Context: an optimization exercise on an open-source flow, tuned for a short achievable clock period and few clock cycles. The choices shown serve that exercise and are no tape-out recipe. Function was checked by simulation only, so behaviour that the tests miss may differ from the original. Power is estimated from default activity; no workload was simulated.

==> flow/design.v <==
module cpu(
    input clk,
    input nrst,
    output halt,
    output bit1_cp2,
    output bit2_cp3,
    output [2:0] io_address,
    output [7:0] dataout,
    input skip_flag,
    input clearacc,
    input [7:0] datain,
    output [11:0] address,
    output [11:0] write_data,
    output write_enable,
    output mem_load,
    input [11:0] read_data,
    input mem_ready
);
reg s_fetch;    
reg s_ptr;      
reg s_oprd;     
reg s_write;    
reg s_iotf;     
reg s_halt;
reg p_none;
reg p_and;
reg p_tad;
reg p_clr;      
reg [11:0] pc;
reg [11:0] ir;
reg [11:0] ac;
reg l;
reg [11:0] md_g, md_p;
reg sk;
reg [11:0] addr_r;
reg [11:0] wd_r;
reg w_ac;
reg we_r;
reg ml_r;
reg [2:0] io_r;
assign address = addr_r;
assign write_data = ({12{w_ac}} & ac) | wd_r;
assign write_enable = we_r;
assign mem_load = ml_r;
assign halt = s_halt;
assign io_address = io_r;
assign dataout = ac[7:0];
assign bit1_cp2 = ir[1];
assign bit2_cp3 = ir[2];
reg [11:0] inc_r, neg_r;
reg a1s_r, a0s_r;
always @(posedge clk) begin
    inc_r <= p_clr ? 12'd1 : ac + 12'd1;
    neg_r <= p_clr ? 12'd0 : 12'd0 - ac;
    a1s_r <= ~p_clr & (&ac);
    a0s_r <= p_clr | ~(|ac);
end
wire pend_ok = p_none | p_clr;
wire [12:0] s3;
opr1_value u_opr1_value(
    .ac(ac), .l(l), .cla(ir[7]), .cll(ir[6]), .cma(ir[5]), .cml(ir[4]), .iac(ir[0]),
    .inc_r(inc_r), .neg_r(neg_r), .a1s_r(a1s_r), .a0s_r(a0s_r), .s3(s3));
reg q_none, q_rar, q_rtr, q_ral, q_rtl, q_bsw;
reg qs_none, qs_rar, qs_rtr, qs_ral, qs_rtl, qs_bsw;
reg g1w;
wire [12:0] tad_sum;
tad_add u_tad_add(.g(md_g), .p(md_p), .l(l), .sum(tad_sum));
wire [12:0] lac_v;
acc_next u_acc_next(
    .l(l), .ac(ac), .md_g(md_g), .tad_sum(tad_sum), .s3(s3),
    .q_none(q_none), .q_rar(q_rar), .q_rtr(q_rtr), .q_ral(q_ral), .q_rtl(q_rtl), .q_bsw(q_bsw),
    .p_none(p_none), .p_and(p_and), .p_tad(p_tad), .p_clr(p_clr), .iotc(s_iotf),
    .datain(datain), .clearacc(clearacc), .nrst(nrst), .lac_v(lac_v));
wire [11:0] ac_v = lac_v[11:0];
wire [11:0] pc1 = pc + 12'd1;
wire [11:0] a1 = addr_r + 12'd1;
reg t_sma, t_sza, t_snl, t_inv;
reg t_iot;
wire g2skip;
skip_test u_skip_test(
    .ac(ac), .l(l), .t_sma(t_sma), .t_sza(t_sza), .t_snl(t_snl), .t_inv(t_inv),
    .g2skip(g2skip));
wire fetchc = s_fetch | s_iotf;
wire [11:0] I = read_data;
wire [2:0] op = I[11:9];
wire [11:0] ea = {I[7] ? addr_r[11:7] : 5'b00000, I[6:0]};
always @(posedge clk)
    {l, ac} <= lac_v;
wire [11:0] ir_d;
take_pick #(.W(12), .R(12'd0)) u_ir_pick(
    .fetchc(fetchc), .mem_ready(mem_ready), .t_iot(t_iot), .skip_flag(skip_flag),
    .g2skip(g2skip), .g1w(g1w), .nrst(nrst), .a(I), .b(ir), .y(ir_d));
always @(posedge clk)
    ir <= ir_d;
always @(posedge clk)
    if (s_oprd) begin
        md_g <= ac & read_data;
        md_p <= ac ^ read_data;
        sk <= &read_data;
    end
wire [11:0] wd_d;
wd_next u_wd_next(
    .rd(read_data), .a1(a1), .pc1(pc1), .ir11(ir[11]),
    .fetchc(fetchc), .s_ptr(s_ptr), .s_oprd(s_oprd), .wd_r(wd_r), .wd_d(wd_d));
always @(posedge clk)
    wd_r <= wd_d;
always @(posedge clk) begin
    if (!nrst)
        pc <= 12'd0;
    else if (fetchc)
        pc <= addr_r;
end
wire [11:0] wsrc = ir[11] ? a1 : (ir[10:9] == 2'b10 && sk) ? pc + 12'd2 : pc1;
wire [11:0] addr_d;
addr_next u_addr_next(
    .rd(read_data), .mem_ready(mem_ready),
    .t_iot(t_iot), .skip_flag(skip_flag), .g2skip(g2skip), .g1w(g1w),
    .fetchc(fetchc), .s_ptr(s_ptr), .s_oprd_on(s_oprd & ~ir[10]), .s_write(s_write),
    .addr_r(addr_r), .a1(a1), .pc1(pc1), .wsrc(wsrc), .nrst(nrst), .addr_d(addr_d));
always @(posedge clk)
    addr_r <= addr_d;
localparam CW = 34;
localparam [CW-1:0] C_RESET = {6'b100000, 4'b1000, 6'd0, 5'd0, 3'b001, 3'd0, 7'd0};
wire [CW-1:0] d_take;
ctl_decode #(.CW(CW)) u_ctl_decode(.I(I), .pend_ok(pend_ok), .d_take(d_take));
reg [CW-1:0] d_else;
always @* begin : dec_else
    reg f, pt, po, w, h, a_, t_, cl, dca;
    f = 1'b0; pt = 1'b0; po = 1'b0; w = 1'b0; h = 1'b0;
    a_ = 1'b0; t_ = 1'b0; cl = 1'b0; dca = 1'b0;
    if (fetchc)
        f = 1'b1;                
    else if (s_ptr) begin
        if (!mem_ready)
            pt = 1'b1;
        else case (ir[11:9])
        3'd3: begin
            w = 1'b1;
            dca = 1'b1;
        end
        3'd4: w = 1'b1;
        3'd5: f = 1'b1;
        default: po = 1'b1;
        endcase
    end else if (s_oprd) begin
        if (!mem_ready)
            po = 1'b1;
        else if (ir[10])
            w = 1'b1;            
        else begin
            f = 1'b1;
            t_ = ir[9];
            a_ = ~ir[9];
        end
    end else if (s_write) begin
        w = ~mem_ready;
        dca = ~mem_ready & w_ac;
        cl = mem_ready & w_ac;
        f = mem_ready;
    end else
        h = 1'b1;
    d_else = {f, pt, po, w, 1'b0, h,
              ~(a_ | t_ | cl | g1w), a_, t_, cl,
              {6{g1w}} & {qs_none, qs_rar, qs_rtr, qs_ral, qs_rtl, qs_bsw},
              5'd0,
              w, dca, ~h, 3'd0,
              7'd0};
end
wire [CW-1:0] c_d;
take_pick #(.W(CW), .R(C_RESET)) u_c_pick(
    .fetchc(fetchc), .mem_ready(mem_ready), .t_iot(t_iot), .skip_flag(skip_flag),
    .g2skip(g2skip), .g1w(g1w), .nrst(nrst), .a(d_take), .b(d_else), .y(c_d));
always @(posedge clk)
    {s_fetch, s_ptr, s_oprd, s_write, s_iotf, s_halt,
     p_none, p_and, p_tad, p_clr,
     q_none, q_rar, q_rtr, q_ral, q_rtl, q_bsw,
     t_sma, t_sza, t_snl, t_inv, t_iot,
     we_r, w_ac, ml_r, io_r,
     qs_none, qs_rar, qs_rtr, qs_ral, qs_rtl, qs_bsw, g1w} <= c_d;
endmodule
module skip_test(
    input [11:0] ac,
    input l,
    input t_sma, t_sza, t_snl, t_inv,
    output g2skip
);
    assign g2skip = ((t_sma & ac[11]) | (t_sza & ~(|ac)) | (t_snl & l)) ^ t_inv;
endmodule
module acc_next(
    input l,
    input [11:0] ac,
    input [11:0] md_g,
    input [12:0] tad_sum,
    input [12:0] s3,
    input q_none, q_rar, q_rtr, q_ral, q_rtl, q_bsw,
    input p_none, p_and, p_tad, p_clr, iotc,
    input [7:0] datain,
    input clearacc,
    input nrst,
    output [12:0] lac_v
);
    wire [11:0] keep = {12{p_none}} | {12{iotc & ~clearacc}};
    wire lkeep = p_none | p_and | p_clr | iotc;
    assign lac_v = {13{nrst}} & (
                   {lkeep & l, keep & ac}
                 | {1'b0, {12{p_and}} & md_g}
                 | ({13{p_tad}} & tad_sum)
                 | {5'd0, {8{iotc}} & datain}
                 | ({13{q_none}} & s3)
                 | ({13{q_rar}} & {s3[0], s3[12:1]})
                 | ({13{q_rtr}} & {s3[1:0], s3[12:2]})
                 | ({13{q_ral}} & {s3[11:0], s3[12]})
                 | ({13{q_rtl}} & {s3[10:0], s3[12:11]})
                 | ({13{q_bsw}} & {s3[12], s3[5:0], s3[11:6]}));
endmodule
module opr1_value(
    input [11:0] ac,
    input l,
    input cla, cll, cma, cml, iac,
    input [11:0] inc_r,
    input [11:0] neg_r,
    input a1s_r, a0s_r,
    output [12:0] s3
);
    wire cout = iac & ((~cla & ~cma & a1s_r) | (~cla & cma & a0s_r) | (cla & cma));
    assign s3[11:0] = cla ? ((cma & ~iac) ? 12'o7777 : {11'd0, ~cma & iac})
                          : (iac ? (cma ? neg_r : inc_r) : (ac ^ {12{cma}}));
    assign s3[12] = ((l & ~cll) ^ cml) ^ cout;
endmodule
module addr_next(
    input [11:0] rd,
    input mem_ready,
    input t_iot, skip_flag, g2skip, g1w,
    input fetchc, s_ptr, s_oprd_on, s_write,
    input [11:0] addr_r,
    input [11:0] a1,
    input [11:0] pc1,
    input [11:0] wsrc,
    input nrst,
    output reg [11:0] addr_d
);
    wire [11:0] ea = {rd[7] ? addr_r[11:7] : 5'b00000, rd[6:0]};
    wire squash = (t_iot & skip_flag) | g2skip;
    always @* begin
        addr_d = addr_r;
        if (fetchc) begin
            if (squash)
                addr_d = a1;
            else if (mem_ready & ~g1w)
                addr_d = (rd[11] & rd[10]) ? a1 : ea;
        end else if (s_ptr) begin
            if (mem_ready)
                addr_d = rd;
        end else if (s_oprd_on) begin
            if (mem_ready)
                addr_d = pc1;
        end else if (s_write) begin
            if (mem_ready)
                addr_d = wsrc;
        end
        if (!nrst)
            addr_d = 12'd0;
    end
endmodule
module take_pick #(
    parameter W = 1,
    parameter [W-1:0] R = 0
) (
    input fetchc, mem_ready, t_iot, skip_flag, g2skip, g1w, nrst,
    input [W-1:0] a,
    input [W-1:0] b,
    output [W-1:0] y
);
    wire take = fetchc & mem_ready & ~(t_iot & skip_flag) & ~g2skip & ~g1w;
    assign y = !nrst ? R : (take ? a : b);
endmodule
module tad_add(
    input [11:0] g,
    input [11:0] p,
    input l,
    output [12:0] sum
);
    wire [11:0] g1, p1, g2, p2, g4, p4, g8;
    genvar i;
    generate
        for (i = 0; i < 12; i = i + 1) begin : k1
            if (i >= 1) begin : a
                assign g1[i] = g[i] | (p[i] & g[i-1]);
                assign p1[i] = p[i] & p[i-1];
            end else begin : b
                assign g1[i] = g[i];
                assign p1[i] = p[i];
            end
        end
        for (i = 0; i < 12; i = i + 1) begin : k2
            if (i >= 2) begin : a
                assign g2[i] = g1[i] | (p1[i] & g1[i-2]);
                assign p2[i] = p1[i] & p1[i-2];
            end else begin : b
                assign g2[i] = g1[i];
                assign p2[i] = p1[i];
            end
        end
        for (i = 0; i < 12; i = i + 1) begin : k4
            if (i >= 4) begin : a
                assign g4[i] = g2[i] | (p2[i] & g2[i-4]);
                assign p4[i] = p2[i] & p2[i-4];
            end else begin : b
                assign g4[i] = g2[i];
                assign p4[i] = p2[i];
            end
        end
        for (i = 0; i < 12; i = i + 1) begin : k8
            if (i >= 8) begin : a
                assign g8[i] = g4[i] | (p4[i] & g4[i-8]);
            end else begin : b
                assign g8[i] = g4[i];
            end
        end
    endgenerate
    assign sum = {l ^ g8[11], p ^ {g8[10:0], 1'b0}};
endmodule
module ctl_decode #(parameter CW = 34) (
    input [11:0] I,
    input pend_ok,
    output reg [CW-1:0] d_take
);
wire [2:0] op = I[11:9];
always @* begin : dec_take
    reg f, pt, po, w, io, h, a_, t_, g1, cl, g2, dca, slow;
    reg [5:0] rot;
    f = 1'b0; pt = 1'b0; po = 1'b0; w = 1'b0; io = 1'b0; h = 1'b0;
    a_ = 1'b0; t_ = 1'b0; g1 = 1'b0; cl = 1'b0; g2 = 1'b0; dca = 1'b0;
    case (op)
    3'd0, 3'd1, 3'd2: begin
        pt = I[8];
        po = ~I[8];
    end
    3'd3: begin
        pt = I[8];
        w = ~I[8];
        dca = ~I[8];
    end
    3'd4: begin
        pt = I[8];
        w = ~I[8];
    end
    3'd5: begin
        pt = I[8];
        f = ~I[8];
    end
    3'd6: begin
        io = (I[8:6] != 3'd0);
        f = (I[8:6] == 3'd0);
    end
    default: begin
        if (!I[8]) begin
            f = 1'b1;
            g1 = 1'b1;
        end else if (!I[0]) begin
            g2 = 1'b1;
            cl = I[7];
            h = I[1];
            f = ~I[1];
        end else
            f = 1'b1;
    end
    endcase
    rot = {(I[3:1] == 3'b000) | (I[3:1] == 3'b110) | (I[3:1] == 3'b111),
           I[3:1] == 3'b100, I[3:1] == 3'b101,
           I[3:1] == 3'b010, I[3:1] == 3'b011, I[3:1] == 3'b001};
    slow = g1 & I[0] & ~pend_ok;
    d_take = {f, pt, po, w, io, h,
              ~((g1 & ~slow) | cl | io), 1'b0, 1'b0, cl,
              {6{g1 & ~slow}} & rot,
              g2 & I[6], g2 & I[5], g2 & I[4], g2 & I[3], io & I[0],
              w, dca, ~h, (op == 3'd6) ? I[8:6] : 3'd0,
              {6{slow}} & rot, slow};
end
endmodule
module wd_next(
    input [11:0] rd,
    input [11:0] a1,
    input [11:0] pc1,
    input ir11,
    input fetchc, s_ptr, s_oprd,
    input [11:0] wd_r,
    output [11:0] wd_d
);
    wire [11:0] inc;
    inc12 u_inc12(.x(rd), .y(inc));
    assign wd_d = fetchc ? (rd[11] ? a1 : 12'd0)
                : s_ptr ? (ir11 ? pc1 : 12'd0)
                : s_oprd ? inc
                : wd_r;
endmodule
module inc12(
    input [11:0] x,
    output [11:0] y
);
    assign y = x + 12'd1;
endmodule
==> flow/flow/run.sh <==
#!/bin/bash
# Layout: the standard synthesis and layout, with two resizer settings
# changed: ports get a plain buf_6 instead of the smallest buffer (a slow
# delay cell in this library), and the resizer may swap cells across
# footprints (the platform's default ties each cell to its own footprint).
set -euo pipefail
bash standard.sh synth > synth.log 2>&1
bash standard.sh MATCH_CELL_FOOTPRINT=0 "BUFFER_PORTS_ARGS=-buffer_cell sky130_fd_sc_hd__buf_6" finish > layout.log 2>&1
==> flow/standard.sh <==
#!/bin/bash
# synth_recipe.tcl (not shown) runs the flow's synth.tcl, then flattens the netlist and writes it again
# the make line also repeats each setting of config.mk as NAME=value (left out here)
make -C /OpenROAD-flow-scripts/flow DESIGN_CONFIG=/design/flow/config.mk WORK_HOME=/design/flow/orfs CLKGATE_MAP_FILE= SYNTH_SCRIPT=/design/flow/synth_recipe.tcl "${@:-finish}"
==> flow/config.mk <==
export PLATFORM = sky130hd
export DESIGN_NAME = cpu
export DESIGN_NICKNAME = cpu
export VERILOG_FILES = /design/flow/design.v
export SDC_FILE = /design/flow/constraint.sdc
export NUM_CORES = 4
export LEC_CHECK = 0
export CAP_MARGIN = 20
export CORE_MARGIN = 2
export CORE_UTILIZATION = 40
export SETUP_SLACK_MARGIN = 4.0
export SLEW_MARGIN = 20
export SYNTH_HIERARCHICAL = 1
export SYNTH_MINIMUM_KEEP_SIZE = 0
export TNS_END_PERCENT = 100
==> flow/constraint.sdc <==
create_clock -name core_clock -period 6.5 [get_ports {clk}]
set_input_delay 1.3000 -clock core_clock [delete_from_list [all_inputs] [get_ports {clk}]]
set_output_delay 1.3000 -clock core_clock [all_outputs]
set_load 0.01 [all_outputs]
==> flow_summary.toml, run 1 <==
[finish]
diodes = 0
fill_cells = 2436
ff_latch_area_mm2 = 0.003178
drive_gt1_share_pct = 18.65
nNetsFinal = 1265
stdcell_count = 1563
multi_input_area_mm2 = 0.006330
area_delta_synth_final_pct = 15.59

[hold_path]
hold_end = "ir[6]"
min_path_cells = 2
min_from = "ir[6]"
min_path_type = "reg -> reg"

[clock_network]
cts_root_buf = "clkbuf_16"
clk_latency_ps = 430
clkSlewWorstSetupHoldPaths_ps = 60
numCtsBuffers = 17
cts_hold_buf = 0
clk_path_buf_depth = 2
cts_tree = "built"
cts-htree-levels = 4
cts.sinks = 143

[placed_design]
portBuffers = 64
dpl.cell_count = 1507
dp_hpwl_um = 21180
gp_congestion = 0.8697

[floorplanning]
coreArea_mm2 = 0.02504
die_y_um = 163.4
io-pin-count = 65
die_x_um = 163.4
rows = 58
start_util_pct = 40.60
dieArea_mm2 = 0.02671

[detailed_routing]
drt_iter0_drc = 925
routedWlPerCell_um = 20.53
drc = 0
viasPerCell = 5.917
num_vias = 9249
routed_wl_um = 32100
antenna_left = 0
dr.pass1.iters = 6

[global_routing]
antenna_found_initial = 0
grt_overflow = 0
grt_max_degree = 104
grt.total_usage_pct = 24.18
grt_pass1_vias = 8678
grt_pass1_wl_um = 49870

[setup_path]
crit_start = "ac[6]"
cp-start-kind = "register"
reg2reg_depth = 8
r2r-start = "addr_r[4]"
endpoint_kind = "output pin"
worstReg2RegEnd = "addr_r[6]"
crit_arrival_ps = 1200
r2r_setup_slack_ps = 4100
worstPathRequired_ps = 5200
cp_max_fo = 3
crit_type = "reg -> out"

[sta]
setup_viol = 0
setup_tns_ps = 0
worst_pin_slew_ps = 1083
fin_crit_sh_pct = 38.45
period_needed_ps = 2499
timing.fmax_mhz = 400.2
skew_ps = 9.020
rsz0062_at_grt = "true"
hold_viol = 0
finalMaxSlewViolations = 0
max_slew_margin_pct = 27.64

[synth]
synth_area_mm2 = 0.01017
postSynthCellCount = 1187
yosys_warnings = 9
synth_area_per_cell_um2 = 8.564

[run]
cap_violations = 0

[power]
p_leak_nw = 4.371
power.density_mw_per_mm2 = 240.9
peakVddDrop_mv = 0.1802

[run_status]
status = "finished clean"
metrics by stage:
step	worst slack, ps	hold slack (ps)	cell area (µm²)	power, mW	utilization, %
3_5_place_dp	3390	464.1	10800	1.765	43.13
3_3_place_gp	3434	459.9	10800	1.759	43.13
2_1_floorplan	4075	431.4	10230	1.557	-
6_report	4001	473.5	11750	2.831	46.94
5_1_grt	3858	497.4	11750	2.936	46.94
4_1_cts	3964	473.9	11640	2.814	46.51
cell usage in the layout (no fill, tap or decap), drive strengths merged, types with 16 or more instances in the layout:
master  instances
clkbuf         21
conb           18
a21oi          22
edfxtp         25
nand3          39
nor2b          19
xor2           24
a31oi          17
a22oi          25
mux2i          94
a22o           20
ha             20
nand2         182
a21o           17
inv            42
a221oi         24
dfxtp         118
buf           100
and2           24
nor3           42
nand4          16
xnor2          35
o21ai          43
nor2           57
worst max-delay path, stage by stage (launching register included):
cell and delay [ps]:
dfxtp_4 350, buf_12 130, a21o_1 170, buf_6 120
per-layer routing:
metal / up-vias / wire length, µm / GRT usage [%]
met5: - / 0 / 0
met4: 0 / 959 / 9.654
met3: 64 / 2103 / 3.809
met2: 391 / 15210 / 39.82
met1: 4419 / 13820 / 31.66
li1: 4375 / - / -
flip-flops by register name, indices dropped and copies added, names as in the netlist, 3 cells and up:
name,cells
wd_r,12
inc_r,11
ac,12
pc,12
md_g,12
neg_r,12
md_p,12
addr_r,12
io_r,3
ir,10
worst max-delay path by stage:
stage,end,slack [ps],cells after the start
final,write_data[6],4000,3
after CTS,write_data[6],3960,3
after floorplan,addr_r[0],4070,6
after global routing,addr_r[10],3860,8
after global placement,ir[5],3430,4
after detailed placement,ir[1],3390,4
power breakdown:
part | switching (mW) | internal, mW | total [mW]
Combinational | 0.397 | 0.315 | 0.712
Sequential | 0.108 | 0.998 | 1.11
Clock | 0.413 | 0.600 | 1.01
Total | 0.918 | 1.91 | 2.83
cell type report:
type | instances | area share [%]
Tap cell | 330 | 3.514
Timing Repair inverter | 1 | 0.04259
Multi-Input combinational cell | 916 | 53.86
Sequential cell | 143 | 27.04
Inverter | 40 | 1.310
Clock inverter | 12 | 1.118
Clock buffer | 20 | 3.982
Timing Repair Buffer | 101 | 9.125
timing repair:
item	4_1_cts	5_1_grt
setup buffers	15	6
resized for setup	45	20
endpoints found under the setup margin	88	63
cloned	2	1
pin swaps	4	2
Testbench counts, summed over its fixed seeds: cycles 137,261.
==> run 2, diff against run 1 <==
--- a/flow/design.v
+++ b/flow/design.v
@@ -38,13 +38,13 @@
 reg we_r;
 reg ml_r;
 reg [2:0] io_r;
-assign address = addr_r;
-assign write_data = ({12{w_ac}} & ac) | wd_r;
+assign address = addr_o;
+assign write_data = ({{4{w_ac3}}, {4{w_ac2}}, {4{w_ac1}}} & acw) | wd_r;
 assign write_enable = we_r;
 assign mem_load = ml_r;
 assign halt = s_halt;
 assign io_address = io_r;
-assign dataout = ac[7:0];
+assign dataout = acw[7:0];
 assign bit1_cp2 = ir[1];
 assign bit2_cp3 = ir[2];
 reg [11:0] inc_r, neg_r;
@@ -70,7 +70,11 @@
     .l(l), .ac(ac), .md_g(md_g), .tad_sum(tad_sum), .s3(s3),
     .q_none(q_none), .q_rar(q_rar), .q_rtr(q_rtr), .q_ral(q_ral), .q_rtl(q_rtl), .q_bsw(q_bsw),
     .p_none(p_none), .p_and(p_and), .p_tad(p_tad), .p_clr(p_clr), .iotc(s_iotf),
-    .datain(datain), .clearacc(clearacc), .nrst(nrst), .lac_v(lac_v));
+    .datain(datain), .clearacc(clearacc), .nrst(nrst), .lac_v(lac_v), .lac_w(lac_w));
+wire [11:0] lac_w;
+reg [11:0] acw;
+always @(posedge clk)
+    acw <= lac_w;
 wire [11:0] ac_v = lac_v[11:0];
 wire [11:0] pc1 = pc + 12'd1;
 wire [11:0] a1 = addr_r + 12'd1;
@@ -117,8 +121,17 @@
     .t_iot(t_iot), .skip_flag(skip_flag), .g2skip(g2skip), .g1w(g1w),
     .fetchc(fetchc), .s_ptr(s_ptr), .s_oprd_on(s_oprd & ~ir[10]), .s_write(s_write),
     .addr_r(addr_r), .a1(a1), .pc1(pc1), .wsrc(wsrc), .nrst(nrst), .addr_d(addr_d));
-always @(posedge clk)
+wire [11:0] addr_dc;
+addr_next u_addr_copy(
+    .rd(read_data), .mem_ready(mem_ready),
+    .t_iot(t_iot), .skip_flag(skip_flag), .g2skip(g2skip), .g1w(g1w),
+    .fetchc(fetchc), .s_ptr(s_ptr), .s_oprd_on(s_oprd & ~ir[10]), .s_write(s_write),
+    .addr_r(addr_r), .a1(a1), .pc1(pc1), .wsrc(wsrc), .nrst(nrst), .addr_d(addr_dc));
+reg [11:0] addr_o;
+always @(posedge clk) begin
     addr_r <= addr_d;
+    addr_o <= addr_dc;
+end
 localparam CW = 34;
 localparam [CW-1:0] C_RESET = {6'b100000, 4'b1000, 6'd0, 5'd0, 3'b001, 3'd0, 7'd0};
 wire [CW-1:0] d_take;
@@ -170,6 +183,19 @@
 take_pick #(.W(CW), .R(C_RESET)) u_c_pick(
     .fetchc(fetchc), .mem_ready(mem_ready), .t_iot(t_iot), .skip_flag(skip_flag),
     .g2skip(g2skip), .g1w(g1w), .nrst(nrst), .a(d_take), .b(d_else), .y(c_d));
+wire [2:0] w_ac_d;
+take_pick #(.W(1), .R(1'b0)) u_wac_pick1(
+    .fetchc(fetchc), .mem_ready(mem_ready), .t_iot(t_iot), .skip_flag(skip_flag),
+    .g2skip(g2skip), .g1w(g1w), .nrst(nrst), .a(d_take[11]), .b(d_else[11]), .y(w_ac_d[0]));
+take_pick #(.W(1), .R(1'b0)) u_wac_pick2(
+    .fetchc(fetchc), .mem_ready(mem_ready), .t_iot(t_iot), .skip_flag(skip_flag),
+    .g2skip(g2skip), .g1w(g1w), .nrst(nrst), .a(d_take[11]), .b(d_else[11]), .y(w_ac_d[1]));
+take_pick #(.W(1), .R(1'b0)) u_wac_pick3(
+    .fetchc(fetchc), .mem_ready(mem_ready), .t_iot(t_iot), .skip_flag(skip_flag),
+    .g2skip(g2skip), .g1w(g1w), .nrst(nrst), .a(d_take[11]), .b(d_else[11]), .y(w_ac_d[2]));
+reg w_ac1, w_ac2, w_ac3;
+always @(posedge clk)
+    {w_ac3, w_ac2, w_ac1} <= w_ac_d;
 always @(posedge clk)
     {s_fetch, s_ptr, s_oprd, s_write, s_iotf, s_halt,
      p_none, p_and, p_tad, p_clr,
@@ -197,12 +223,15 @@
     input [7:0] datain,
     input clearacc,
     input nrst,
-    output [12:0] lac_v
+    output [12:0] lac_v,
+    output [11:0] lac_w
 );
     wire [11:0] keep = {12{p_none}} | {12{iotc & ~clearacc}};
     wire lkeep = p_none | p_and | p_clr | iotc;
-    assign lac_v = {13{nrst}} & (
-                   {lkeep & l, keep & ac}
+    wire [12:0] v;
+    assign lac_v = {13{nrst}} & v;
+    assign lac_w = v[11:0];
+    assign v =     {lkeep & l, keep & ac}
                  | {1'b0, {12{p_and}} & md_g}
                  | ({13{p_tad}} & tad_sum)
                  | {5'd0, {8{iotc}} & datain}
@@ -211,7 +240,7 @@
                  | ({13{q_rtr}} & {s3[1:0], s3[12:2]})
                  | ({13{q_ral}} & {s3[11:0], s3[12]})
                  | ({13{q_rtl}} & {s3[10:0], s3[12:11]})
-                 | ({13{q_bsw}} & {s3[12], s3[5:0], s3[11:6]}));
+                 | ({13{q_bsw}} & {s3[12], s3[5:0], s3[11:6]});
 endmodule
 module opr1_value(
     input [11:0] ac,
==> flow_summary.toml, run 2 <==
[setup_path]
worstPathRequired_ps = 5200
endpoint_kind = "output pin"
r2r_setup_slack_ps = 4070
cp-start-kind = "register"
crit_type = "reg -> out"
crit_arrival_ps = 1140
cp_max_fo = 4

[sta]
whs_ps = 469.2
period_needed_ps = 2440
worst_pin_slew_ps = 1110
setup_tns_ps = 0
timing.fmax_mhz = 409.9
max_slew_margin_pct = 25.82
hold_viol = 0
rsz0062_at_grt = "true"
skew_ps = 13.62
fin_crit_sh_pct = 37.53
fin_ws_ps = 4060
setup_viol = 0
finalMaxSlewViolations = 0

[detailed_routing]
num_vias = 10320
viasPerCell = 5.857
drt_iter0_drc = 1093
routed_wl_um = 36420
antenna_left = 0
dr.pass1.iters = 6
routedWlPerCell_um = 20.67
drc = 0

[run]
cap_violations = 0

[finish]
fill_cells = 2698
nNetsFinal = 1410
drive_gt1_share_pct = 18.72
final_common_cell = "nand2_1"
multi_input_area_mm2 = 0.007326
area_delta_synth_final_pct = 15.14
fin_area_mm2 = 0.01333
diodes = 0
layout_common_cells = "nand2_1 (220), mux2i_1 (118), dfxtp_1 (115), buf_6 (66), nor2_1 (53)"
ff_latch_area_mm2 = 0.003711

[power]
netSwitchingPower_mw = 1.064
clkPwrFrac_pct = 32.0
internal-power_mw = 2.093
power.density_mw_per_mm2 = 236.8
seqPwrFrac_pct = 41.8
power_frac_comb_pct = 26.2
peakVddDrop_mv = 0.1684
p_sw_share_pct = 33.70
p_leak_nw = 5.042

[floorplanning]
coreArea_mm2 = 0.02863
rows = 62
io-pin-count = 65
start_util_pct = 40.44
die_x_um = 174.1
die_y_um = 174.1
dieArea_mm2 = 0.03031

[synth]
postSynthCellCount = 1339
yosys_warnings = 9
synth_area_mm2 = 0.01157
synth_area_per_cell_um2 = 8.644

[global_routing]
grt_pass1_vias = 9499
grt_max_degree = 116
grt.total_usage_pct = 23.56
grt_overflow = 0
antenna_found_initial = 0
grt_pass1_wl_um = 56370

[placed_design]
portBuffers = 64
pre_cts_ws_ps = 2915
placed_area_mm2 = 0.01228
gp_congestion = 0.8817
dp_hpwl_um = 24590

[clock_network]
numCtsBuffers = 17
clkSlewWorstSetupHoldPaths_ps = 70
clk_latency_ps = 440
cts_tree = "built"
cts-htree-levels = 4
cts_root_buf = "clkbuf_16"
cts_hold_buf = 0
clk_path_buf_depth = 2
cts.sinks = 170

[hold_path]
min_path_type = "reg -> reg"

[run_status]
status = "finished clean"
run 2: per-stage QoR:
| stage | std cells | util (%) | power, mW |
|---|---|---|---|
| floorplan | 1355 | - | 1.835 |
| global placement | 1706 | 42.87 | 2.073 |
| detailed placement | 1707 | 42.91 | 2.080 |
| CTS | 1751 | 45.62 | 3.124 |
| global route | 1762 | 46.56 | 3.292 |
| finish | 1762 | 46.56 | 3.156 |
run 2: cell type report:
class,instances,share of cell area (%)
inverters,38,1.070
repair buffers,99,8.224
clock buffers,21,3.530
flip-flops and latches,170,27.84
well taps,384,3.605
clock inverters,11,0.7604
multi-input cells,1039,54.97
run 2: power by group through the flow:
stage,logic (mW),clock network [mW],registers [mW]
after floorplan,0.557,0,1.28
after global placement,0.738,0,1.33
after detailed placement,0.745,0,1.34
after CTS,0.784,1.03,1.31
after global routing,0.892,1.07,1.33
final,0.827,1.01,1.32
run 2: worst paths after layout:
kind         startpoint  cells past startpoint            end
min               ir[6]                      2          ir[6]
max               w_ac3                      2  write_data[8]
max reg2reg       ac[6]                      9     addr_r[11]
min reg2reg       ir[6]                      2          ir[6]
run 2: metal layers:
metal | global-route usage (%) | vias up | wire [µm]
met3 | 3.500 | 52 | 2425
li1 | - | 4918 | -
met4 | 7.878 | 0 | 845
met1 | 32.46 | 4945 | 16290
met5 | 0 | - | 0
met2 | 37.77 | 405 | 16860
run 2: what timing repair did:
| item | CTS | global route |
|---|---|---|
| endpoints found under the setup margin | 95 | 106 |
| gates cloned | 1 | 1 |
| endpoints found under the hold margin | 0 | 0 |
| pin swaps | 5 | 9 |
| resized for setup | 30 | 56 |
| setup buffers | 11 | 10 |
run 2: critical path, cell delays in order, from the launching register on:
cell and delay, ps:
dfxtp_2 380, a21o_1 210, buf_6 120
Testbench counts of run 2, summed over its fixed seeds: cycles 137,261.
==> run 3, diff against run 2 <==
--- a/flow/config.mk
+++ b/flow/config.mk
@@ -8,7 +8,7 @@
 export CAP_MARGIN = 20
 export CORE_MARGIN = 2
 export CORE_UTILIZATION = 40
-export SETUP_SLACK_MARGIN = 4.0
+export SETUP_SLACK_MARGIN = 4.4
 export SLEW_MARGIN = 20
 export SYNTH_HIERARCHICAL = 1
 export SYNTH_MINIMUM_KEEP_SIZE = 0
==> flow_summary.toml, run 3 <==
[detailed_routing]
drt_iter0_drc = 1350
drc = 0
dr.pass1.iters = 7
antenna_left = 0
viasPerCell = 5.985
routedWlPerCell_um = 21.94
routed_wl_um = 39840
num_vias = 10870

[synth]
yosys_warnings = 9
synth_area_mm2 = 0.01157
postSynthCellCount = 1339
synth_area_per_cell_um2 = 8.644

[floorplanning]
die_x_um = 174.1
rows = 62
io-pin-count = 65
dieArea_mm2 = 0.03031
coreArea_mm2 = 0.02863
start_util_pct = 40.44
die_y_um = 174.1

[sta]
period_needed_ps = 2414
hold_viol = 0
fin_crit_sh_pct = 37.13
timing.fmax_mhz = 414.3
setup_tns_ps = 0
setup_viol = 0
finalMaxSlewViolations = 0
whs_ps = 473.0
worst_pin_slew_ps = 1050
max_slew_margin_pct = 29.92
rsz0062_at_grt = "true"
skew_ps = 16.94
fin_ws_ps = 4086

[global_routing]
grt_overflow = 0
grt_pass1_vias = 10410
antenna_found_initial = 0
met1_usage_pct = 34.75
grt.total_usage_pct = 26.06
grt_max_degree = 116
top_usage_layer = "met2"
use_met3_pct = 5.009
grt_pass1_wl_um = 61440
met2_usage_pct = 41.05

[clock_network]
cts.sinks = 170
clk_path_buf_depth = 2
cts_hold_buf = 0
cts_root_buf = "clkbuf_16"
numCtsBuffers = 17
clkSlewWorstSetupHoldPaths_ps = 70
cts-htree-levels = 4
cts_tree = "built"
clk_latency_ps = 440

[finish]
area_delta_synth_final_pct = 24.58
layout_common_cells = "nand2_1 (218), mux2i_1 (112), dfxtp_1 (85), buf_6 (73), buf_4 (55)"
final_common_cell = "nand2_1"
drive_gt1_share_pct = 27.09
nNetsFinal = 1464
diodes = 0

[placed_design]
pre_cts_ws_ps = 2881
dp_hpwl_um = 25370
portBuffers = 64
gp_congestion = 0.8883

[run]
cap_violations = 0

[setup_path]
crit_arrival_ps = 1110
r2r_setup_slack_ps = 4100
cp-start-kind = "register"
crit_type = "reg -> out"
cp_max_fo = 4
endpoint_kind = "output pin"
worstPathRequired_ps = 5200

[hold_path]
min_path_type = "reg -> reg"

[run_status]
status = "finished clean"

[power]
p_leak_nw = 5.450
peakVddDrop_mv = 0.1724
power.density_mw_per_mm2 = 236.3
==> run 3: worst paths after layout <==
path,cells past startpoint,to,start
setup / recovery,2,write_data[9],w_ac3
hold / removal,2,ir[2],ir[2]
setup reg to reg,10,addr_r[4],ac[4]
hold reg to reg,2,ir[2],ir[2]
==> run 3: timing repair <==
item	in CTS	in global routing
buffers inserted	50	15
pin swaps	37	28
gates resized for setup	160	45
cloned	12	0
endpoints found under the setup margin	160	132
==> run 3: stage by stage <==
step                std cells  total power, mW  cell area (µm²)  utilization (%)
detailed placement       1707            2.096            12350            43.13
floorplan                1355            1.841            11720                -
global route             1816            3.545            14420            50.38
finish                   1816            3.407            14420            50.38
CTS                      1801            3.364            14130            49.36
global placement         1707            2.082            12340            43.11
==> run 3: power breakdown <==
group          leakage (nW)  internal (mW)  switching, mW
sequential             1.45           1.19          0.117
clock                 0.293          0.618          0.477
combinational          3.71          0.468          0.536
total                  5.45           2.28           1.13
==> run 3: final cells by class <==
| cell class | count | area (µm²) |
|---|---|---|
| clock buffers | 19 | 432.9 |
| clock inverters | 13 | 180.2 |
| fillers | 2591 | 14200 |
| inverters | 38 | 155.1 |
| multi-input cells | 1040 | 7645 |
| flip-flops and latches | 170 | 3774 |
| well taps | 384 | 480.5 |
| repair buffers | 152 | 1753 |
==> run 3: critical path: stages (launching register included) <==
cell	delay (ps)
dfxtp_2	340
a21o_1	210
buf_6	140
==> run 3: metal layers <==
layer  routed length (µm)  share of wire (%)  vias up
met1                16800                 42     5210
met5                    0                  0        -
li1                     -                  -     5035
met2                18160                 46      510
met3                 3174                8.0      114
met4                 1707                4.3        0
==> run 4, diff against run 3 <==
--- a/flow/design.v
+++ b/flow/design.v
@@ -80,9 +80,18 @@
 wire [11:0] a1 = addr_r + 12'd1;
 reg t_sma, t_sza, t_snl, t_inv;
 reg t_iot;
+reg zf;
+wire zf_d;
+zero_next u_zero_next(
+    .ac(ac), .md_g(md_g), .md_p(md_p), .s3(s3),
+    .q_none(q_none), .q_rar(q_rar), .q_rtr(q_rtr), .q_ral(q_ral), .q_rtl(q_rtl), .q_bsw(q_bsw),
+    .p_none(p_none), .p_and(p_and), .p_tad(p_tad), .p_clr(p_clr), .iotc(s_iotf),
+    .datain(datain), .clearacc(clearacc), .nrst(nrst), .zf_d(zf_d));
+always @(posedge clk)
+    zf <= zf_d;
 wire g2skip;
 skip_test u_skip_test(
-    .ac(ac), .l(l), .t_sma(t_sma), .t_sza(t_sza), .t_snl(t_snl), .t_inv(t_inv),
+    .ac11(ac[11]), .zf(zf), .l(l), .t_sma(t_sma), .t_sza(t_sza), .t_snl(t_snl), .t_inv(t_inv),
     .g2skip(g2skip));
 wire fetchc = s_fetch | s_iotf;
 wire [11:0] I = read_data;
@@ -205,12 +214,13 @@
      qs_none, qs_rar, qs_rtr, qs_ral, qs_rtl, qs_bsw, g1w} <= c_d;
 endmodule
 module skip_test(
-    input [11:0] ac,
+    input ac11,
+    input zf,
     input l,
     input t_sma, t_sza, t_snl, t_inv,
     output g2skip
 );
-    assign g2skip = ((t_sma & ac[11]) | (t_sza & ~(|ac)) | (t_snl & l)) ^ t_inv;
+    assign g2skip = ((t_sma & ac11) | (t_sza & zf) | (t_snl & l)) ^ t_inv;
 endmodule
 module acc_next(
     input l,
@@ -429,3 +439,28 @@
 );
     assign y = x + 12'd1;
 endmodule
+module zero_next(
+    input [11:0] ac,
+    input [11:0] md_g,
+    input [11:0] md_p,
+    input [12:0] s3,
+    input q_none, q_rar, q_rtr, q_ral, q_rtl, q_bsw,
+    input p_none, p_and, p_tad, p_clr, iotc,
+    input [7:0] datain,
+    input clearacc,
+    input nrst,
+    output zf_d
+);
+    wire z_ac = ~(|ac);
+    wire z_and = ~(|md_g);
+    wire [11:0] o = md_g | md_p;
+    wire z_tad = &(md_p ~^ {o[10:0], 1'b0});
+    wire z_iot = ~(|datain) & (clearacc | z_ac);
+    wire z_g1 = ((q_none | q_bsw) & ~(|s3[11:0]))
+              | (q_rar & ~(|s3[12:1]))
+              | (q_rtr & ~(|{s3[12:2], s3[0]}))
+              | (q_ral & ~(|{s3[12], s3[10:0]}))
+              | (q_rtl & ~(|{s3[12:11], s3[9:0]}));
+    assign zf_d = ~nrst | (p_none & z_ac) | p_clr | (p_and & z_and) | (p_tad & z_tad)
+                | (iotc & z_iot) | z_g1;
+endmodule
--- a/flow/config.mk
+++ b/flow/config.mk
@@ -8,7 +8,7 @@
 export CAP_MARGIN = 20
 export CORE_MARGIN = 2
 export CORE_UTILIZATION = 40
-export SETUP_SLACK_MARGIN = 4.4
+export SETUP_SLACK_MARGIN = 4.0
 export SLEW_MARGIN = 20
 export SYNTH_HIERARCHICAL = 1
 export SYNTH_MINIMUM_KEEP_SIZE = 0
==> flow_summary.toml, run 4 <==
[clock_network]
cts-htree-levels = 4
cts.sinks = 171
clk_path_buf_depth = 2
clk_latency_ps = 440
numCtsBuffers = 17
clkSlewWorstSetupHoldPaths_ps = 80
cts_tree = "built"
cts_root_buf = "clkbuf_16"

[finish]
stdcell_count = 1805
final_common_cell = "nand2_1"
final_util_pct = 46.05
diodes = 0
drive_gt1_share_pct = 16.61
fin_area_mm2 = 0.01354
nNetsFinal = 1447
layout_common_cells = "nand2_1 (221), dfxtp_1 (123), mux2i_1 (121), nor2_1 (64), buf_6 (62)"
area_delta_synth_final_pct = 14.08

[floorplanning]
rows = 63
coreArea_mm2 = 0.02940
die_y_um = 176.3
dieArea_mm2 = 0.03107
io-pin-count = 65
start_util_pct = 40.37
die_x_um = 176.3

[power]
clkPwrFrac_pct = 33.8
internal-power_mw = 2.096
p_sw_share_pct = 35.08
power.density_mw_per_mm2 = 238.5
peakVddDrop_mv = 0.1996
p_leak_nw = 5.035
seqPwrFrac_pct = 41.3
netSwitchingPower_mw = 1.133
power_frac_comb_pct = 24.9

[detailed_routing]
routed_wl_um = 37620
antenna_left = 0
routedWlPerCell_um = 20.84
viasPerCell = 6.005
drc = 0
num_vias = 10840
drt_iter0_drc = 1352
dr.pass1.iters = 10

[global_routing]
grt_max_degree = 117
grt.total_usage_pct = 23.99
grt_pass1_vias = 10080
antenna_found_initial = 0
grt_pass1_wl_um = 58100
grt_overflow = 0

[sta]
setup_viol = 0
period_needed_ps = 2470
worst_pin_slew_ps = 1064
timing.fmax_mhz = 404.8
rsz0062_at_grt = "true"
setup_tns_ps = 0
finalMaxSlewViolations = 0
fin_ws_ps = 4030
fin_crit_sh_pct = 38.00
hold_viol = 0
max_slew_margin_pct = 28.44
skew_ps = 11.65

[setup_path]
worstReg2RegEnd = "l"
crit_type = "reg -> out"
endpoint_kind = "output pin"
crit_arrival_ps = 1170
reg2reg_depth = 7
r2r-start = "md_g[0]"
worstPathRequired_ps = 5200
r2r_setup_slack_ps = 4060
cp-start-kind = "register"
cp_max_fo = 4

[placed_design]
portBuffers = 64
pre_cts_ws_ps = 3225
gp_congestion = 0.9524
placed_area_mm2 = 0.01259
dpl.cell_count = 1762
dp_hpwl_um = 25760

[hold_path]
hold_end = "ir[4]"
min_path_type = "reg -> reg"
min_path_cells = 2
min_from = "ir[4]"

[synth]
synth_area_per_cell_um2 = 8.582
yosys_warnings = 9
synth_area_mm2 = 0.01187
postSynthCellCount = 1383

[run_status]
status = "finished clean"

[run]
cap_violations = 0
-- run 4: worst max path at each step --
stage / from / endpoint
2_1_floorplan: s_oprd / addr_o[1]
6_report: w_ac3 / write_data[8]
3_3_place_gp: mem_ready / ir[0]
4_1_cts: ir[0] / zf
3_5_place_dp: mem_ready / ir[0]
5_1_grt: ir[0] / zf
-- run 4: cell type report --
| type | instances | area (µm²) |
|---|---|---|
| Multi-Input combinational cell | 1081 | 7575 |
| Fill cell | 2819 | 15860 |
| Clock inverter | 14 | 177.7 |
| Sequential cell | 171 | 3715 |
| Inverter | 42 | 157.7 |
| Clock buffer | 18 | 450.4 |
| Timing Repair Buffer | 89 | 977.2 |
| Tap cell | 390 | 488.0 |
-- run 4: what timing repair did --
action | 4_1_cts | 5_1_grt
buffers inserted | 4 | 7
hold buffers | 0 | 0
resized for setup | 21 | 46
endpoints found under the hold margin | 0 | 0
pin swaps | 3 | 6
endpoints found under the setup margin | 96 | 87
-- run 4: stage by stage --
step / hold slack (ps) / power (mW)
2_1_floorplan: 438.8 / 1.850
3_3_place_gp: 449.3 / 2.094
3_5_place_dp: 459.7 / 2.103
6_report: 497.2 / 3.229
5_1_grt: 514.9 / 3.368
4_1_cts: 494.2 / 3.205
-- run 4: power by group through the flow --
| stage | Clock (mW) | Combinational (mW) | Sequential (mW) |
|---|---|---|---|
| 2_1_floorplan | 0 | 0.567 | 1.28 |
| 3_3_place_gp | 0 | 0.740 | 1.35 |
| 3_5_place_dp | 0 | 0.750 | 1.35 |
| 4_1_cts | 1.11 | 0.768 | 1.33 |
| 5_1_grt | 1.15 | 0.865 | 1.35 |
| 6_report | 1.09 | 0.804 | 1.33 |
-- run 4: layer usage --
| metal | vias up | part of all wire [%] | GRT usage (%) |
|---|---|---|---|
| li1 | 5101 | - | - |
| met1 | 5188 | 43 | 32.10 |
| met2 | 475 | 47 | 39.17 |
| met3 | 75 | 7.6 | 4.371 |
| met4 | 0 | 2.8 | 7.645 |
| met5 | - | 0 | 0 |
-- run 4: critical path, cell delays in order, from the launching register on --
cell,delay (ps)
dfxtp_2,340
a21o_1,240
buf_6,140
Testbench counts of run 4, summed over its fixed seeds: cycles 137,261.
==> run 5, diff against run 4 <==
--- a/flow/config.mk
+++ b/flow/config.mk
@@ -8,7 +8,7 @@
 export CAP_MARGIN = 20
 export CORE_MARGIN = 2
 export CORE_UTILIZATION = 40
-export SETUP_SLACK_MARGIN = 4.0
+export SETUP_SLACK_MARGIN = 4.4
 export SLEW_MARGIN = 20
 export SYNTH_HIERARCHICAL = 1
 export SYNTH_MINIMUM_KEEP_SIZE = 0
==> flow_summary.toml, run 5 <==
[run_status]
status = "finished clean"

[sta]
finalMaxSlewViolations = 0
fin_ws_ps = 4052
max_slew_margin_pct = 23.83
period_needed_ps = 2448
hold_viol = 0
worst_pin_slew_ps = 1141
fin_crit_sh_pct = 37.67
timing.fmax_mhz = 408.5
setup_tns_ps = 0
setup_viol = 0
rsz0062_at_grt = "true"
skew_ps = 13.22

[setup_path]
crit_type = "reg -> out"
cp_slowest_cell = "dfxtp_2"
cp-start-kind = "register"
crit_arrival_ps = 1150
endpoint_kind = "output pin"
cp_max_fo = 2
worstPathRequired_ps = 5200
cpPeakStageDelay_ps = 340
crit_chain = "a21o_1 -> buf_6"

[global_routing]
grt_overflow = 0
grt.total_usage_pct = 26.58
grt_pass1_vias = 10820
antenna_found_initial = 0
grt_pass1_wl_um = 63940
grt_max_degree = 117

[clock_network]
clk_path_buf_depth = 2
cts_tree = "built"
numCtsBuffers = 17
cts-htree-levels = 4
cts.sinks = 171
cts_root_buf = "clkbuf_16"
clkSlewWorstSetupHoldPaths_ps = 80
clk_latency_ps = 450

[placed_design]
pre_cts_ws_ps = 3243
dp_hpwl_um = 25660
gp_congestion = 0.8871
portBuffers = 64

[finish]
final_common_cell = "nand2_1"
drive_gt1_share_pct = 30.04
layout_common_cells = "nand2_1 (214), mux2i_1 (120), buf_4 (86), dfxtp_1 (77), buf_6 (68)"
nNetsFinal = 1540
diodes = 0
area_delta_synth_final_pct = 27.58

[detailed_routing]
viasPerCell = 6.038
antenna_left = 0
drc = 0
routed_wl_um = 41880
dr.pass1.iters = 8
routedWlPerCell_um = 22.07
drt_iter0_drc = 1653
num_vias = 11460

[power]
peakVddDrop_mv = 0.1856
power.density_mw_per_mm2 = 221.5
p_leak_nw = 5.768
total_power_mw = 3.354

[floorplanning]
die_x_um = 176.3
die_y_um = 176.3
coreArea_mm2 = 0.02940
rows = 63
start_util_pct = 40.37
dieArea_mm2 = 0.03107
io-pin-count = 65

[synth]
yosys_warnings = 9
synth_area_per_cell_um2 = 8.582
postSynthCellCount = 1383
synth_area_mm2 = 0.01187

[run]
cap_violations = 0

[hold_path]
min_path_type = "reg -> reg"
run 5: cell types whose count changed in the layout (fill, tap and decap cells not counted), moves of 18 or more:
cell / before / now
a221oi_1: 25 / 7
a221oi_2: 1 / 19
buf_4: 20 / 86
dfxtp_1: 123 / 77
dfxtp_2: 18 / 40
dfxtp_4: 5 / 29
run 5: through the flow:
step	util, %	hold WS (ps)	instance area (µm²)	std cells
after floorplan	-	438.8	12030	1399
after global routing	51.50	501.0	15140	1898
after detailed placement	42.96	459.8	12630	1756
final	51.50	467.2	15140	1898
after CTS	49.41	470.4	14530	1856
after global placement	42.95	450.6	12630	1756
run 5: layout make-up:
type,count,area [µm²]
Clock inverter,13,128.9
Sequential cell,171,3832
Inverter,42,175.2
Clock buffer,19,442.9
Timing Repair Buffer,181,1997
Multi-Input combinational cell,1082,8078
Fill cell,2653,14260
Tap cell,390,488.0
run 5: where the power goes:
group | internal (mW) | total, mW | switching [mW] | leakage [nW]
clock network | 0.550 | 1.04 | 0.493 | 0.289
registers | 1.20 | 1.34 | 0.140 | 1.46
logic | 0.458 | 0.975 | 0.517 | 4.02
run 5: critical path, delay by kind of cell (launching register included):
family | cells | cell delay (ps)
AOI/OAI and AO/OA | 1 | 210
buffers and inverters | 1 | 140
DFF | 1 | 340
run 5: routing by layer:
metal / global-route usage [%] / vias to the layer above / routed length, µm
met2: 43.40 / 570 / 19820
met3: 4.737 / 101 / 3342
met4: 10.88 / 0 / 1528
met1: 34.71 / 5500 / 17190
li1: - / 5290 / -
met5: 0 / - / 0
run 5: path summary, 6_finish.rpt:
kind / from / end / slack (ps) / depth (start not counted)
worst min-delay path: ir[6] / ir[6] / 470 / 2
worst min register to register: ir[6] / ir[6] / 470 / 2
worst max register to register: ir[0] / zf / 4130 / 9
worst max-delay path: wd_r[8] / write_data[8] / 4050 / 2
run 5: timing repair:
item / 4_1_cts / 5_1_grt
gates cloned: 9 / 1
endpoints found under the setup margin: 153 / 140
hold buffers: 0 / 0
setup buffers: 59 / 41
resized for setup: 197 / 65
pin swaps: 56 / 58
==> run 6, diff against run 5 <==
--- a/flow/design.v
+++ b/flow/design.v
@@ -93,7 +93,7 @@
 skip_test u_skip_test(
     .ac11(ac[11]), .zf(zf), .l(l), .t_sma(t_sma), .t_sza(t_sza), .t_snl(t_snl), .t_inv(t_inv),
     .g2skip(g2skip));
-wire fetchc = s_fetch | s_iotf;
+reg fetchc;
 wire [11:0] I = read_data;
 wire [2:0] op = I[11:9];
 wire [11:0] ea = {I[7] ? addr_r[11:7] : 5'b00000, I[6:0]};
@@ -141,8 +141,8 @@
     addr_r <= addr_d;
     addr_o <= addr_dc;
 end
-localparam CW = 34;
-localparam [CW-1:0] C_RESET = {6'b100000, 4'b1000, 6'd0, 5'd0, 3'b001, 3'd0, 7'd0};
+localparam CW = 35;
+localparam [CW-1:0] C_RESET = {6'b100000, 4'b1000, 6'd0, 5'd0, 3'b001, 3'd0, 7'd0, 1'b1};
 wire [CW-1:0] d_take;
 ctl_decode #(.CW(CW)) u_ctl_decode(.I(I), .pend_ok(pend_ok), .d_take(d_take));
 reg [CW-1:0] d_else;
@@ -186,7 +186,7 @@
               {6{g1w}} & {qs_none, qs_rar, qs_rtr, qs_ral, qs_rtl, qs_bsw},
               5'd0,
               w, dca, ~h, 3'd0,
-              7'd0};
+              7'd0, f};
 end
 wire [CW-1:0] c_d;
 take_pick #(.W(CW), .R(C_RESET)) u_c_pick(
@@ -195,13 +195,13 @@
 wire [2:0] w_ac_d;
 take_pick #(.W(1), .R(1'b0)) u_wac_pick1(
     .fetchc(fetchc), .mem_ready(mem_ready), .t_iot(t_iot), .skip_flag(skip_flag),
-    .g2skip(g2skip), .g1w(g1w), .nrst(nrst), .a(d_take[11]), .b(d_else[11]), .y(w_ac_d[0]));
+    .g2skip(g2skip), .g1w(g1w), .nrst(nrst), .a(d_take[12]), .b(d_else[12]), .y(w_ac_d[0]));
 take_pick #(.W(1), .R(1'b0)) u_wac_pick2(
     .fetchc(fetchc), .mem_ready(mem_ready), .t_iot(t_iot), .skip_flag(skip_flag),
-    .g2skip(g2skip), .g1w(g1w), .nrst(nrst), .a(d_take[11]), .b(d_else[11]), .y(w_ac_d[1]));
+    .g2skip(g2skip), .g1w(g1w), .nrst(nrst), .a(d_take[12]), .b(d_else[12]), .y(w_ac_d[1]));
 take_pick #(.W(1), .R(1'b0)) u_wac_pick3(
     .fetchc(fetchc), .mem_ready(mem_ready), .t_iot(t_iot), .skip_flag(skip_flag),
-    .g2skip(g2skip), .g1w(g1w), .nrst(nrst), .a(d_take[11]), .b(d_else[11]), .y(w_ac_d[2]));
+    .g2skip(g2skip), .g1w(g1w), .nrst(nrst), .a(d_take[12]), .b(d_else[12]), .y(w_ac_d[2]));
 reg w_ac1, w_ac2, w_ac3;
 always @(posedge clk)
     {w_ac3, w_ac2, w_ac1} <= w_ac_d;
@@ -211,7 +211,7 @@
      q_none, q_rar, q_rtr, q_ral, q_rtl, q_bsw,
      t_sma, t_sza, t_snl, t_inv, t_iot,
      we_r, w_ac, ml_r, io_r,
-     qs_none, qs_rar, qs_rtr, qs_ral, qs_rtl, qs_bsw, g1w} <= c_d;
+     qs_none, qs_rar, qs_rtr, qs_ral, qs_rtl, qs_bsw, g1w, fetchc} <= c_d;
 endmodule
 module skip_test(
     input ac11,
@@ -359,7 +359,7 @@
     endgenerate
     assign sum = {l ^ g8[11], p ^ {g8[10:0], 1'b0}};
 endmodule
-module ctl_decode #(parameter CW = 34) (
+module ctl_decode #(parameter CW = 35) (
     input [11:0] I,
     input pend_ok,
     output reg [CW-1:0] d_take
@@ -414,7 +414,7 @@
               {6{g1 & ~slow}} & rot,
               g2 & I[6], g2 & I[5], g2 & I[4], g2 & I[3], io & I[0],
               w, dca, ~h, (op == 3'd6) ? I[8:6] : 3'd0,
-              {6{slow}} & rot, slow};
+              {6{slow}} & rot, slow, f | io};
 end
 endmodule
 module wd_next(
--- a/flow/config.mk
+++ b/flow/config.mk
@@ -8,7 +8,7 @@
 export CAP_MARGIN = 20
 export CORE_MARGIN = 2
 export CORE_UTILIZATION = 40
-export SETUP_SLACK_MARGIN = 4.4
+export SETUP_SLACK_MARGIN = 4.0
 export SLEW_MARGIN = 20
 export SYNTH_HIERARCHICAL = 1
 export SYNTH_MINIMUM_KEEP_SIZE = 0
==> flow_summary.toml, run 6 <==
[run_status]
status = "finished clean"

[sta]
setup_tns_ps = 0
max_slew_margin_pct = 26.42
period_needed_ps = 2445
fin_crit_sh_pct = 37.62
finalMaxSlewViolations = 0
worst_pin_slew_ps = 1102
hold_viol = 0
skew_ps = 14.60
rsz0062_at_grt = "true"
timing.fmax_mhz = 409.0
setup_viol = 0

[finish]
drive_gt1_share_pct = 17.58
final_common_cell = "nand2_1"
layout_common_cells = "nand2_1 (196), mux2i_1 (132), dfxtp_1 (123), buf_6 (63), nor2_1 (62)"
diodes = 0
nNetsFinal = 1443
area_delta_synth_final_pct = 13.26

[detailed_routing]
routedWlPerCell_um = 21.53
routed_wl_um = 38780
dr.pass1.iters = 8
num_vias = 10890
drc = 0
viasPerCell = 6.044
drt_iter0_drc = 1323
antenna_left = 0

[setup_path]
crit_arrival_ps = 2820
crit_type = "reg -> reg"
endpoint_kind = "register"
cp-start-kind = "register"
cp_max_fo = 13
worstPathRequired_ps = 6880
r2r_setup_slack_ps = 4050

[floorplanning]
die_y_um = 176.8
die_x_um = 176.8
rows = 63
io-pin-count = 65
start_util_pct = 40.41
coreArea_mm2 = 0.02956
dieArea_mm2 = 0.03126

[placed_design]
dp_hpwl_um = 26030
gp_congestion = 0.8942
portBuffers = 64

[global_routing]
antenna_found_initial = 0
grt_overflow = 0
grt.total_usage_pct = 24.74
grt_pass1_vias = 10220
grt_pass1_wl_um = 59950
grt_max_degree = 117

[power]
power.density_mw_per_mm2 = 235.9
clkPwrFrac_pct = 31.5
internal-power_mw = 2.068
p_sw_share_pct = 35.18
peakVddDrop_mv = 0.1953
seqPwrFrac_pct = 42.2
power_frac_comb_pct = 26.4
p_leak_nw = 5.026
netSwitchingPower_mw = 1.123
total_power_mw = 3.191

[run]
cap_violations = 0

[synth]
synth_area_per_cell_um2 = 8.661
yosys_warnings = 9
synth_area_mm2 = 0.01194
postSynthCellCount = 1379

[clock_network]
cts_root_buf = "clkbuf_16"
cts.sinks = 171
cts_tree = "built"
numCtsBuffers = 17
clk_latency_ps = 450
cts-htree-levels = 4
clkSlewWorstSetupHoldPaths_ps = 80
clk_path_buf_depth = 2

[hold_path]
min_path_type = "reg -> reg"
-- run 6: cell count changes in the layout (fill, tap and decap cells not counted), moves of 8 or more --
cell | before | now
mux2i_1 | 120 | 132
clkbuf_16 | 25 | 17
nor2b_1 | 18 | 28
a21boi_0 | 12 | 0
buf_4 | 86 | 23
nor3_1 | 31 | 46
dfxtp_1 | 77 | 123
a221oi_2 | 19 | 1
nand2_1 | 214 | 196
dfxtp_4 | 29 | 4
a221oi_1 | 7 | 24
dfxtp_2 | 40 | 19
-- run 6: power groups by stage --
stage / Combinational [mW] / Sequential [mW] / Clock [mW]
2_1_floorplan: 0.590 / 1.29 / 0
3_3_place_gp: 0.756 / 1.37 / 0
3_5_place_dp: 0.766 / 1.37 / 0
4_1_cts: 0.790 / 1.35 / 1.02
5_1_grt: 0.909 / 1.36 / 1.06
6_report: 0.842 / 1.35 / 1.00
-- run 6: worst paths after layout --
check	startpoint	to	depth (start not counted)
setup reg to reg	ac[6]	zf	7
hold / removal	ir[6]	ir[6]	2
hold reg to reg	ir[6]	ir[6]	2
setup / recovery	ac[6]	zf	7
-- run 6: timing repair --
item,in CTS,in global routing
pin swaps,4,11
setup endpoints to repair,96,82
buffers inserted,7,14
resized for setup,34,43
hold buffers,0,0
cloned,1,0
-- run 6: layout make-up --
cell class | count | area, µm²
clock buffer | 17 | 425.4
clock inverter | 15 | 127.6
fill | 2909 | 16030
inverter | 43 | 172.7
multi-input combinational | 1071 | 7599
sequential | 171 | 3712
tap | 390 | 488.0
timing repair buffer | 93 | 998.5
timing repair inverter | 1 | 5.005
-- run 6: per-stage QoR --
stage          hold WS (ps)  std cells  utilization (%)  area [µm²]  setup WS [ps]
2_1_floorplan         435.1       1395                -       12000           4073
3_3_place_gp          449.3       1747            42.51       12560           3223
3_5_place_dp          461.4       1747            42.51       12560           3128
4_1_cts               472.9       1787            44.97       13290           3853
5_1_grt               492.8       1801            45.77       13530           3902
6_report              472.2       1801            45.77       13530           4055
-- run 6: layer usage --
| layer | track usage, % | wire length (µm) | vias up |
|---|---|---|---|
| met1 | 33.43 | 16820 | 5171 |
| met4 | 10.61 | 1531 | 0 |
| li1 | - | - | 5085 |
| met3 | 4.747 | 2935 | 109 |
| met5 | 0 | 0 | - |
| met2 | 38.44 | 17490 | 520 |
-- run 6: worst max-delay path, stage by stage (launching register included) --
cell	delay [ps]
dfxtp_1	770
o21ai_0	160
a221o_2	480
nor4_1	300
nand2_1	120
a2111oi_2	360
nor4_1	100
o21ai_1	100
Testbench counts of run 6, summed over its fixed seeds: cycles 137,261.
==> run 7, diff against run 6 <==
--- a/flow/config.mk
+++ b/flow/config.mk
@@ -8,7 +8,7 @@
 export CAP_MARGIN = 20
 export CORE_MARGIN = 2
 export CORE_UTILIZATION = 40
-export SETUP_SLACK_MARGIN = 4.0
+export SETUP_SLACK_MARGIN = 4.4
 export SLEW_MARGIN = 20
 export SYNTH_HIERARCHICAL = 1
 export SYNTH_MINIMUM_KEEP_SIZE = 0
==> flow_summary.toml, run 7 <==
[run_status]
status = "finished clean"

[setup_path]
r2r_setup_slack_ps = 4170
reg2reg_depth = 9
cp-start-kind = "register"
cpPeakStageDelay_ps = 360
endpoint_kind = "output pin"
cp_max_fo = 2
worstPathRequired_ps = 5200
crit_type = "reg -> out"
cp_slowest_cell = "dfxtp_2"
crit_arrival_ps = 1150
critical_path.top_delay_family = "flip-flops"
crit_buf_inv = 1
crit_chain = "a21o_1 -> buf_6"
worst-path-stages = 2

[global_routing]
top_usage_layer = "met2"
antenna_found_initial = 0
met1_usage_pct = 36.17
grt_pass1_vias = 10820
met2_usage_pct = 41.36
grt_max_degree = 117
grt_pass1_wl_um = 64200
use_met3_pct = 5.477
grt_overflow = 0
grt.total_usage_pct = 26.79

[power]
peakVddDrop_mv = 0.2096
power.density_mw_per_mm2 = 224.0
p_leak_nw = 5.680

[finish]
final_common_cell = "nand2_1"
fin_area_mm2 = 0.01519
layout_common_cells = "nand2_1 (189), mux2i_1 (128), dfxtp_1 (83), buf_6 (78), buf_4 (63)"
stdcell_count = 1877
final_util_pct = 51.39
drive_gt1_share_pct = 30.60
area_delta_synth_final_pct = 27.18
diodes = 0
nNetsFinal = 1519

[floorplanning]
dieArea_mm2 = 0.03126
coreArea_mm2 = 0.02956
die_y_um = 176.8
start_util_pct = 40.41
die_x_um = 176.8
io-pin-count = 65
rows = 63

[placed_design]
dp_hpwl_um = 25950
dpl.cell_count = 1746
portBuffers = 64
gp_congestion = 0.9121
placed_area_mm2 = 0.01264

[clock_network]
cts_hold_buf = 0
clk_path_buf_depth = 2
cts_root_buf = "clkbuf_16"
cts.sinks = 171
numCtsBuffers = 17
cts_tree = "built"
clk_latency_ps = 450
cts-htree-levels = 4
clkSlewWorstSetupHoldPaths_ps = 70

[detailed_routing]
antenna_left = 0
drc = 0
viasPerCell = 6.214
drt_iter0_drc = 1337
routedWlPerCell_um = 22.79
num_vias = 11660
dr.pass1.iters = 7
routed_wl_um = 42780

[synth]
synth_area_mm2 = 0.01194
synth_area_per_cell_um2 = 8.661
yosys_warnings = 9
postSynthCellCount = 1379

[sta]
skew_ps = 9.297
setup_tns_ps = 0
period_needed_ps = 2453
hold_viol = 0
worst_pin_slew_ps = 734.0
setup_viol = 0
finalMaxSlewViolations = 0
max_slew_margin_pct = 51.00
whs_ps = 472.8
fin_crit_sh_pct = 37.74
timing.fmax_mhz = 407.7
rsz0062_at_grt = "true"

[hold_path]
min_path_cells = 2
min_path_type = "reg -> reg"

[run]
cap_violations = 0
## run 7: tightest hold or removal path: stages, from the launching register on
cell,delay [ps]
dfxtp_1,310
nand2_1,60
mux2i_1,60
## run 7: worst paths after layout
| path | endpoint | startpoint |
|---|---|---|
| max | write_data[0] | acw[0] |
| min | ir[6] | ir[6] |
| max reg2reg | zf | ir[0] |
| min reg2reg | ir[6] | ir[6] |
## run 7: power breakdown
| part | switching [mW] | total (mW) | internal, mW | leakage, nW |
|---|---|---|---|---|
| clock | 0.484 | 0.981 | 0.497 | 0.258 |
| sequential | 0.145 | 1.34 | 1.20 | 1.46 |
| combinational | 0.565 | 1.08 | 0.515 | 3.96 |
| total | 1.19 | 3.40 | 2.21 | 5.68 |
## run 7: layer usage
metal | up-vias | routed length, µm | part of all wire (%)
met5 | - | 0 | 0
met4 | 0 | 1754 | 4.1
met3 | 149 | 3647 | 8.5
met2 | 601 | 19120 | 45
met1 | 5660 | 18260 | 43
li1 | 5254 | - | -
## run 7: cell type report
| cell class | instances | area (µm²) |
|---|---|---|
| well taps | 390 | 488.0 |
| flip-flops and latches | 171 | 3802 |
| clock inverters | 14 | 112.6 |
| clock buffers | 18 | 429.2 |
| fillers | 2770 | 14370 |
| multi-input cells | 1072 | 8242 |
| repair inverters | 1 | 7.507 |
| repair buffers | 168 | 1934 |
| inverters | 43 | 175.2 |
## run 7: through the flow
stage / power (mW) / setup slack [ps]
final: 3.403 / 4047
after global routing: 3.526 / 4031
after CTS: 3.282 / 4027
after detailed placement: 2.139 / 3288
after global placement: 2.132 / 3348
after floorplan: 1.885 / 4078
## run 7: repair_timing
item                                    in CTS  in global routing
pin swaps                                   51                 72
endpoints found under the setup margin     140                148
cloned                                       9                  4
gates resized for setup                    188                 92
setup buffers                               65                 21

==> afterwards: timing with drivers on the ports <==
The results above use ideal ports. As a check the final layouts listed here were re-extracted and re-timed, cells and wires unchanged. Step 1, drivers: a clkbuf_16 drives clk and a buf_2 each remaining input, both assumed. Step 2 adds t to the input delays and takes it off the output delays; t is the mean of the earliest and latest rising clock arrival at the registers after step 1. Input paths then give back, and output paths get back, about the clock's delay inside the block. a / b / c = no drivers / after step 1 / after step 2; a / b = the first two.
run	shift t [ns]	setup WS [ns]	hold slack, ns	worst slew at a driven data input, ns
run 1	0.473	4.001 / 3.956 / 3.657	0.474 / 0.474 / 0.474	0.05
run 2	0.481	4.060 / 4.009 / 3.597	0.469 / 0.469 / 0.469	0.07
run 3	0.478	4.086 / 4.034 / 3.660	0.473 / 0.473 / 0.473	0.18
run 4	0.489	4.030 / 3.979 / 3.652	0.497 / 0.497 / 0.497	0.07
run 5	0.489	4.052 / 4.001 / 3.682	0.467 / 0.467 / 0.467	0.24
run 6	0.491	4.055 / 4.023 / 3.674	0.472 / 0.472 / 0.472	0.08
run 7	0.500	4.047 / 3.992 / 3.643	0.473 / 0.473 / 0.473	0.26
After both steps every run listed still meets setup and hold. The setup slack of run 2, which loses most, moves by -0.051 ns with the drivers and by -0.463 ns with both steps.
